This is an optimization exercise on Yosys and OpenROAD, whose aim is small area and a short achievable clock period, not a production implementation. No run shown here included a check of the RTL's function; only the layout flow was run.

==> flow/design.v (outline; a module is shown in full before it is edited, if it fits) <==
// module iir: 1508 lines
// module iir_fa: 4 lines
// module iir_ha: 4 lines
// module iir_aoi21: 3 lines
// module iir_oai21: 3 lines
// module iir_nand2: 3 lines
// module iir_nor2: 3 lines
// module iir_inv: 3 lines
module iir(
    input signed [31:0] x,
    input clk,
    input reset,
    output signed [31:0] y
    );
  // ...
==> flow/flow/run.sh <==
#!/bin/bash
# The standard ORFS layout with extra make settings:
#   BUFFER_PORTS_ARGS="-buffer_cell sky130_fd_sc_hd__buf_2" ABC_LOAD_IN_FF=1 CTS_ARGS="-sink_clustering_enable -repair_clock_nets -dont_use_dummy_load"
# Each ORFS step keeps its full log under orfs/logs; make's own output goes to flow.log.
set -o pipefail
bash standard.sh BUFFER_PORTS_ARGS="-buffer_cell sky130_fd_sc_hd__buf_2" ABC_LOAD_IN_FF=1 CTS_ARGS="-sink_clustering_enable -repair_clock_nets -dont_use_dummy_load" finish > flow.log 2>&1
==> flow/standard.sh <==
#!/bin/bash
# synth_recipe.tcl (not shown) runs the flow's synth.tcl, then flattens the netlist and writes it again
# the make line also repeats each setting of config.mk as NAME=value (left out here)
make -C /OpenROAD-flow-scripts/flow DESIGN_CONFIG=/design/flow/config.mk WORK_HOME=/design/flow/orfs CLKGATE_MAP_FILE= SYNTH_SCRIPT=/design/flow/synth_recipe.tcl "${@:-finish}"
==> flow/config.mk <==
export PLATFORM = sky130hd
export DESIGN_NAME = iir
export DESIGN_NICKNAME = iir
export VERILOG_FILES = /design/flow/design.v
export SDC_FILE = /design/flow/constraint.sdc
export NUM_CORES = 4
export LEC_CHECK = 0
export CAP_MARGIN = 20
export CORE_MARGIN = 2
export CORE_UTILIZATION = 70
export SETUP_SLACK_MARGIN = 3.8
export SLEW_MARGIN = 20
export SYNTH_HIERARCHICAL = 1
==> flow/constraint.sdc <==
create_clock -name core_clock -period 11.0 [get_ports {clk}]
set_input_delay 2.2000 -clock core_clock [delete_from_list [all_inputs] [get_ports {clk}]]
set_output_delay 2.2000 -clock core_clock [all_outputs]
set_load 0.01 [all_outputs]
==> reports/metrics.yaml, run 1 <==
outcome: "complete, no violations"
vias_per_cell: 5.672
overflow: 0
drive_gt1_frac: 0.1034
m1WireLength_um: 6297
synth.yosys.seq_area_share: 0.2347
synth-compound-area-share: 0.1254
worstPathArrival_ns: 4.83
max_stage_delay_ns: 0.47
grt.total_usage: 0.3247
synth_warnings: 7
hold_viol: 0
register_area_um2: 1602
fin_skew_ns: 0.01128
grt_max_degree: 65
critical_path_buf_inv_count: 3
synth.top_cell.area_share: 0.2582
cts_made_buffers: 9
clk_latency_ns: 0.35
crit_chain: "buf_2, fa_1, ha_1, a21oi_1, o21ai_1, a21oi_1, inv_1, a21oi_1, o21ai_1, xor2_1, buf_2"
report.final.slew_viol_count: 0
synthCells: 681
synth.area.top_cells: "fa_1 (26%), dfrtp_1 (23%), ha_1 (17%), a21oi_1 (7.8%), xor2_1 (5.9%)"
maxSlewHeadroom: 0.4237
synth_top_family_by_area: "adder cells"
worstSetupStartpointType: "input port"
synth_common_cells: "a21oi_1 (107), ha_1 (91), fa_1 (88)"
buffers: 66
dp_cells: 878
rsz0062_at_grt: "no"
die_w_um: 102.7
start_util: 0.7111
vias: 5031
synth_most_common_cell: "a21oi_1"
ys_ff_latch: 64
num-fill-cells: 660
routed_wl_um: 15400
dr_wl_met3_um: 599
tightestPinTransition_ns: 0.8645
required_ns: 8.80
core_um2: 9594
==> inputs of run 2 (changes only) <==
--- a/flow/config.mk
+++ b/flow/config.mk
@@ -10,3 +10,3 @@
 export CORE_UTILIZATION = 70
-export SETUP_SLACK_MARGIN = 3.8
+export SETUP_SLACK_MARGIN = 4
 export SLEW_MARGIN = 20
==> reports/metrics.yaml, run 2 <==
required_ns: 8.80  # about the same
port_buffers: 65
final_common_cell: "a21oi_1"
fin_skew_ns: 0.01287  # +0.001589 ns
cts_made_buffers: 9  # unchanged
grt.total_usage: 0.3247  # unchanged
drtIter0Drc: 287
synth.top_cell.area_share: 0.2582  # unchanged
firstDrtPassIters: 4
setup_tns_ns: 0
muxShareOfSynthArea: 0
synth_fp_nets: 894
synth-compound-area-share: 0.1254  # unchanged
postCtsHoldBufs: 0
synthSimpleGateAreaFrac: 0.05061
synth_warnings: 7  # unchanged
crit_chain: "buf_2, fa_1, ha_1, a21oi_1, o21ai_1, a21oi_1, o21ai_1, a21oi_2, o21ai_1, xor2_1, buf_2"
drt-wirelength-per-cell_um: 17.53
outcome: "complete, no violations"
maxCapViolCount: 0
num_antenna_cells: 0
max_stage_delay_ns: 0.46  # about the same
place_congestion: 1.110
synthAdderAreaFrac: 0.4251
htreeDepth: 3
fmax_ghz: 0.1432
synth.yosys.seq_area_share: 0.2347  # unchanged
crit_type: "input port to output port"
synth_edf_count: 0
synthArstFlopShare: 1.000
dpl.hpwl_um: 13110
hold_viol: 0  # unchanged
die_w_um: 102.7  # unchanged
tightestPinTransition_ns: 0.8629  # -0.001662 ns
syn_area_per_cell_um2: 10.02
clkTransAtPathRegs_ns: 0.07
ant_nets: 0
synth_top_family_by_area: "adder cells"
syn_area_um2: 6823
pin_count: 66
fp.dieH_um: 102.7
crit_family: "compound AO/OA/AOI/OAI gates"
synth.largest_area_cell: "fa_1"
synth_xor_area_frac: 0.1168
synth_most_common_cell: "a21oi_1"
grt_max_degree: 65  # unchanged
place_area_um2: 7307
routed_wl_um: 15570  # +1.1%
ys.flop_type: "dfrtp_1"
tritoncts: "yes"
clk_latency_ns: 0.35  # about the same
synth_common_cells: "a21oi_1 (107), ha_1 (91), fa_1 (88)"
worstPathArrival_ns: 4.79  # -0.04 ns
finalCritPeriodShare: 0.6350
reg_top3: "r2: 32 flops, s1: 32 flops"
vias: 5063  # +0.64%
fin_area_um2: 7506
cts_max_path_buffers: 2
drc_errors: 0
antenna_found_initial: 0
synth.area.top_cells: "fa_1 (26%), dfrtp_1 (23%), ha_1 (17%), a21oi_1 (7.8%), xor2_1 (5.9%)"
vias_per_cell: 5.702  # +0.52%
report.final.slew_viol_count: 0  # unchanged
synthCells: 681  # unchanged
grt_pass1_vias: 5397
critical_path_buf_inv_count: 2  # -1
core_um2: 9594  # unchanged
dieArea_um2: 10550
drive_gt1_frac: 0.1205  # +0.01708
rsz0062_at_grt: "yes"
path_common_cell: "o21ai_1"
maxSlewHeadroom: 0.4248  # +0.001108
area_delta_synth_final_pct: 10.01
slowest_stage: "fa_1"
ys_types: 11
endpoint_kind: "output port"
final_cell_mix: "a21oi_1 (100), ha_1 (91), fa_1 (88)"
finalCriticalPeriod_ns: 6.985
grt_pass1_wl_um: 25670
critPathMaxFanout: 4
cts_root_buf: "clkbuf_8"
std_cell_rows: 36
clkSinkCount: 64
overflow: 0  # unchanged
finalSetupViolations: 0
num-fill-cells: 656  # -0.61%
worstSetupStartpointType: "input port"
nets: 970
ys_ff_latch: 64  # unchanged
hold_class: "register to register"
start_util: 0.7111  # unchanged
run 2: cell counts after synthesis:
No cell type changed its count.
run 2: metal layers:
metal | part of all wire | GRT usage | routed length, µm
met5 | 0 | 0 | 0
met4 | 0.036 | 0.1436 | 556
met3 | 0.042 | 0.04339 | 656
met2 | 0.52 | 0.5646 | 8078
met1 | 0.40 | 0.4073 | 6273
run 2: path summary, 6_finish.rpt:
| path | start | cells after the start | slack (ns) | endpoint |
|---|---|---|---|---|
| min reg2reg | s1[0] | 0 | 0.47 | r2[0] |
| min | s1[0] | 0 | 0.47 | r2[0] |
| max | x[12] | 11 | 4.01 | y[21] |
| max reg2reg | s1[11] | 20 | 5.90 | s1[31] |
| max in group asynchronous | reset | 3 | 8.32 | s1[25] |
| min in group asynchronous | reset | 3 | 2.07 | r2[4] |
run 2: Yosys stat by module, one instance, submodules excluded, a selection:
| module | copies in the design | cells |
|---|---|---|
| iir_fa | 88 | 1 |
| iir_ha | 89 | 1 |
| iir_oai21 | 64 | 1 |
| iir_nor2 | 32 | 1 |
| iir | 1 | 193 |
| iir_inv | 48 | 1 |
| iir_aoi21 | 107 | 1 |
run 2: area by class of cell:
class | count | area [µm²] | area share
Clock buffer | 9 | 123.9 | 0.01650
Inverter | 82 | 307.8 | 0.04101
Multi-Input combinational cell | 533 | 4966 | 0.6616
Sequential cell | 64 | 1602 | 0.2134
Tap cell | 133 | 166.4 | 0.02217
Timing Repair Buffer | 67 | 340.3 | 0.04534
run 2: what timing repair did:
item                                    in CTS  in global routing
setup buffers                                0                  1
pin swaps                                    0                  5
endpoints found under the setup margin       1                 13
hold endpoints to repair                     0                  0
gates resized for setup                      1                 13
run 2: stage by stage:
stage / setup slack [ns] / cells / utilization / hold slack [ns]
final: 4.015 / 888 / 0.7823 / 0.4710
after CTS: 4.007 / 887 / 0.7749 / 0.4729
after global placement: 3.972 / 878 / 0.7616 / 0.4561
after global routing: 3.884 / 888 / 0.7823 / 0.4916
after detailed placement: 3.843 / 878 / 0.7616 / 0.4571
after floorplan: 4.619 / 681 / - / 0.4176
run 2: logic make-up after synthesis:
family,Yosys count
xor gates and xnor gates,91
buffers and inverters,84
AOI/OAI and AO/OA,171
DFF,64
adders and majority gates,179
and+or+nand+nor,92
==> inputs of run 3 (changes only) <==
==> flow/flow/run.sh (replaced) <==
#!/bin/bash
# The standard ORFS layout with extra make settings:
#   BUFFER_PORTS_ARGS="-buffer_cell sky130_fd_sc_hd__buf_2" ABC_LOAD_IN_FF=1 CTS_ARGS="-sink_clustering_enable -repair_clock_nets -dont_use_dummy_load -buf_list sky130_fd_sc_hd__clkbuf_4"
# Each ORFS step keeps its full log under orfs/logs; make's own output goes to flow.log.
set -o pipefail
bash standard.sh BUFFER_PORTS_ARGS="-buffer_cell sky130_fd_sc_hd__buf_2" ABC_LOAD_IN_FF=1 CTS_ARGS="-sink_clustering_enable -repair_clock_nets -dont_use_dummy_load -buf_list sky130_fd_sc_hd__clkbuf_4" finish > flow.log 2>&1
==> reports/metrics.yaml, run 3 <==
dpl_worst_slack_ns: 3.843  # unchanged
tightestPinTransition_ns: 0.8601  # -0.002794 ns
maxSlewHeadroom: 0.4266  # +0.001863
crit_type: "input port to output port"
syn_area_per_cell_um2: 10.02  # unchanged
cts_root_buf: "clkbuf_4"
std_cell_rows: 36  # unchanged
min_path_cells: 0  # unchanged
vias: 5058  # -0.099%
fmax_ghz: 0.1436  # +0.33%
synth.area.top_cells: "fa_1 (26%), dfrtp_1 (23%), ha_1 (17%), a21oi_1 (7.8%), xor2_1 (5.9%)"
finalCritPeriodShare: 0.6329  # -0.002090
routed_wl_um: 15360  # -1.3%
rsz0062_at_grt: "yes"
firstDrtPassIters: 5  # +1
holdWs_ns: 0.4823  # +0.01128 ns
clkTransAtPathRegs_ns: 0.10  # +0.03 ns
ys_types: 11  # unchanged
syn_area_um2: 6823  # unchanged
clk_latency_ns: 0.42  # +0.07 ns
clkSinkCount: 64  # unchanged
endpoint_kind: "output port"
min_from: "s1[0]"
synth_common_cells: "a21oi_1 (107), ha_1 (91), fa_1 (88)"
pin_count: 66  # unchanged
r2r_start: "s1[10]"
grt_pass1_wl_um: 25410  # -1.0%
port_buffers: 65  # unchanged
min_to: "r2[0]"
grt_max_degree: 65  # unchanged
hold_class: "register to register"
finalSetupViolations: 0  # unchanged
hold_viol: 0  # unchanged
setup_tns_ns: 0  # unchanged
cts_made_buffers: 9  # unchanged
cts_max_path_buffers: 2  # unchanged
vias_per_cell: 5.696  # about the same
required_ns: 8.80  # about the same
grt_pass1_vias: 5343  # -1.0%
grt.total_usage: 0.3208  # -0.003896
final_cell_mix: "a21oi_1 (101), ha_1 (91), fa_1 (88)"
synthArstFlopShare: 1.000  # unchanged
finalCriticalPeriod_ns: 6.962  # -0.02299 ns
overflow: 0  # unchanged
antenna_found_initial: 0  # unchanged
start_util: 0.7111  # unchanged
drt-wirelength-per-cell_um: 17.30  # -1.3%
max_stage_delay_ns: 0.46  # about the same
nets: 970  # unchanged
critPathMaxFanout: 4  # unchanged
place_congestion: 1.110  # unchanged
reg_top3: "r2: 32 flops, s1: 32 flops"
synth_fp_nets: 894  # unchanged
report.final.slew_viol_count: 0  # unchanged
fin_ws_ns: 4.038  # +0.02299 ns
synth.largest_area_cell: "fa_1"
reg2reg_slack_ns: 5.87  # -0.03 ns
tritoncts: "yes"
core_um2: 9594  # unchanged
ys_ff_latch: 64  # unchanged
utilization: 0.7753  # -0.007042
outcome: "complete, no violations"
drtIter0Drc: 278  # -3.1%
synth_most_common_cell: "a21oi_1"
maxCapViolCount: 0  # unchanged
worstSetupStartpointType: "input port"
die_w_um: 102.7  # unchanged
dpl.hpwl_um: 13110  # unchanged
htreeDepth: 3  # unchanged
postCtsHoldBufs: 0  # unchanged
ant_nets: 0  # unchanged
dieArea_um2: 10550  # unchanged
worstRegToRegCells: 20  # unchanged
worstPathArrival_ns: 4.76  # -0.03 ns
synth_warnings: 7  # unchanged
fp.dieH_um: 102.7  # unchanged
num_antenna_cells: 0  # unchanged
slowest_stage: "fa_1"
synth_edf_count: 0  # unchanged
num-fill-cells: 665  # +1.4%
drc_errors: 0  # unchanged
final_common_cell: "a21oi_1"
fin_skew_ns: 0.02237  # +0.009505 ns
area_delta_synth_final_pct: 9.022
r2r_end: "s1[31]"
synthCells: 681  # unchanged
synth.yosys.seq_area_share: 0.2347  # unchanged
crit_chain: "buf_2, fa_1, ha_1, a21oi_1, o21ai_1, a21oi_1, o21ai_1, a21oi_1, o21ai_1, xor2_1, buf_2"
drive_gt1_frac: 0.1179  # -0.002649
ys.flop_type: "dfrtp_1"
synth.top_cell.area_share: 0.2582  # unchanged
-- run 3: modules after synthesis, one instance, submodules excluded, a selection --
| module | cell area (µm²) | flip-flops and latches | times used | cells |
|---|---|---|---|---|
| iir_nand2 | 3.754 | 0 | 60 | 1 |
| iir_inv | 3.754 | 0 | 48 | 1 |
| iir_fa | 20.02 | 0 | 88 | 1 |
| iir | 2566 | 64 | 1 | 193 |
| iir_nor2 | 3.754 | 0 | 32 | 1 |
| iir_oai21 | 5.005 | 0 | 64 | 1 |
| iir_aoi21 | 5.005 | 0 | 107 | 1 |
-- run 3: kinds of logic after synthesis --
group / Yosys count / synth area share
compound gates: 171 / 0.1254
xor+xnor: 91 / 0.1168
fa+ha+maj: 179 / 0.4251
buf+inv: 84 / 0.04731
flops: 64 / 0.2347
simple gates: 92 / 0.05062
-- run 3: per-layer routing --
metal	vias up	wire (µm)	global-route usage	share of wire
li1	2395	-	-	-
met1	2471	6260	0.4075	0.41
met2	155	7919	0.5566	0.52
met3	37	631	0.04068	0.041
met4	0	548	0.1364	0.036
met5	-	0	0	0
-- run 3: metrics by stage --
stage	instances	instance area, µm²
finish	888	7438
global route	888	7438
CTS	887	7378
detailed placement	878	7307
global placement	878	7307
floorplan	681	6823
-- run 3: what timing repair did --
| item | CTS | global route |
|---|---|---|
| setup buffers | 0 | 1 |
| resized for setup | 1 | 11 |
| endpoints found under the setup margin | 1 | 11 |
| pin swaps | 0 | 6 |
| hold endpoints to repair | 0 | 0 |
-- run 3: worst max path at each step --
stage / from / to / slack, ns / depth (start not counted)
6_report: x[15] / y[23] / 4.04 / 11
5_1_grt: x[15] / y[23] / 3.94 / 11
4_1_cts: x[4] / y[23] / 4.01 / 11
3_5_place_dp: x[10] / s1[31] / 3.84 / 21
3_3_place_gp: x[9] / s1[31] / 3.97 / 21
2_1_floorplan: x[4] / y[31] / 4.62 / 9
-- run 3: cell type report --
cell class,count,area [µm²],share of cell area
Timing Repair Buffer,67,340.3,0.04575
Sequential cell,64,1602,0.2153
Multi-Input combinational cell,533,4955,0.6661
Clock buffer,9,67.56,0.009083
Tap cell,133,166.4,0.02237
Inverter,82,307.8,0.04138
-- run 3: critical path, delay by kind of cell --
kind | cells | cell delay, ns
adders and majority gates | 2 | 0.80
xor gates and xnor gates | 1 | 0.29
buffers and inverters | 2 | 0.36
AOI/OAI and AO/OA | 6 | 1.11

what the ideal ports hide:
No port has a modelled driver above. Below, the same layouts with a new extraction and two added sets of constraints.
Step 1 sets driving cells, clkbuf_16 on the clock port and buf_2 on the other inputs (assumed; they add their load-dependent delay and slew).
Step 2, shift: input delay + t, output delay - t, t = (earliest + latest rising clock arrival at the registers) / 2. This alone moves slack from input paths to output paths.
Slacks: ideal / step 1 / step 2; pairs: ideal / step 1.
run | t (ns) | setup WS [ns] | latest minus earliest clock arrival (ns) | pins driven straight from the clock port
run 1 | 0.373 | 3.973 / 3.953 / 3.875 | 0.011 / 0.011 | 1
run 2 | 0.376 | 4.015 / 3.996 / 3.996 | 0.013 / 0.013 | 1
run 3 | 0.438 | 4.038 / 4.017 / 3.997 | 0.023 / 0.022 | 1
After both steps setup and hold are still met in every run listed. The setup slack of run 1, which loses most, moves by -0.020 ns with the drivers and by -0.098 ns with both steps.
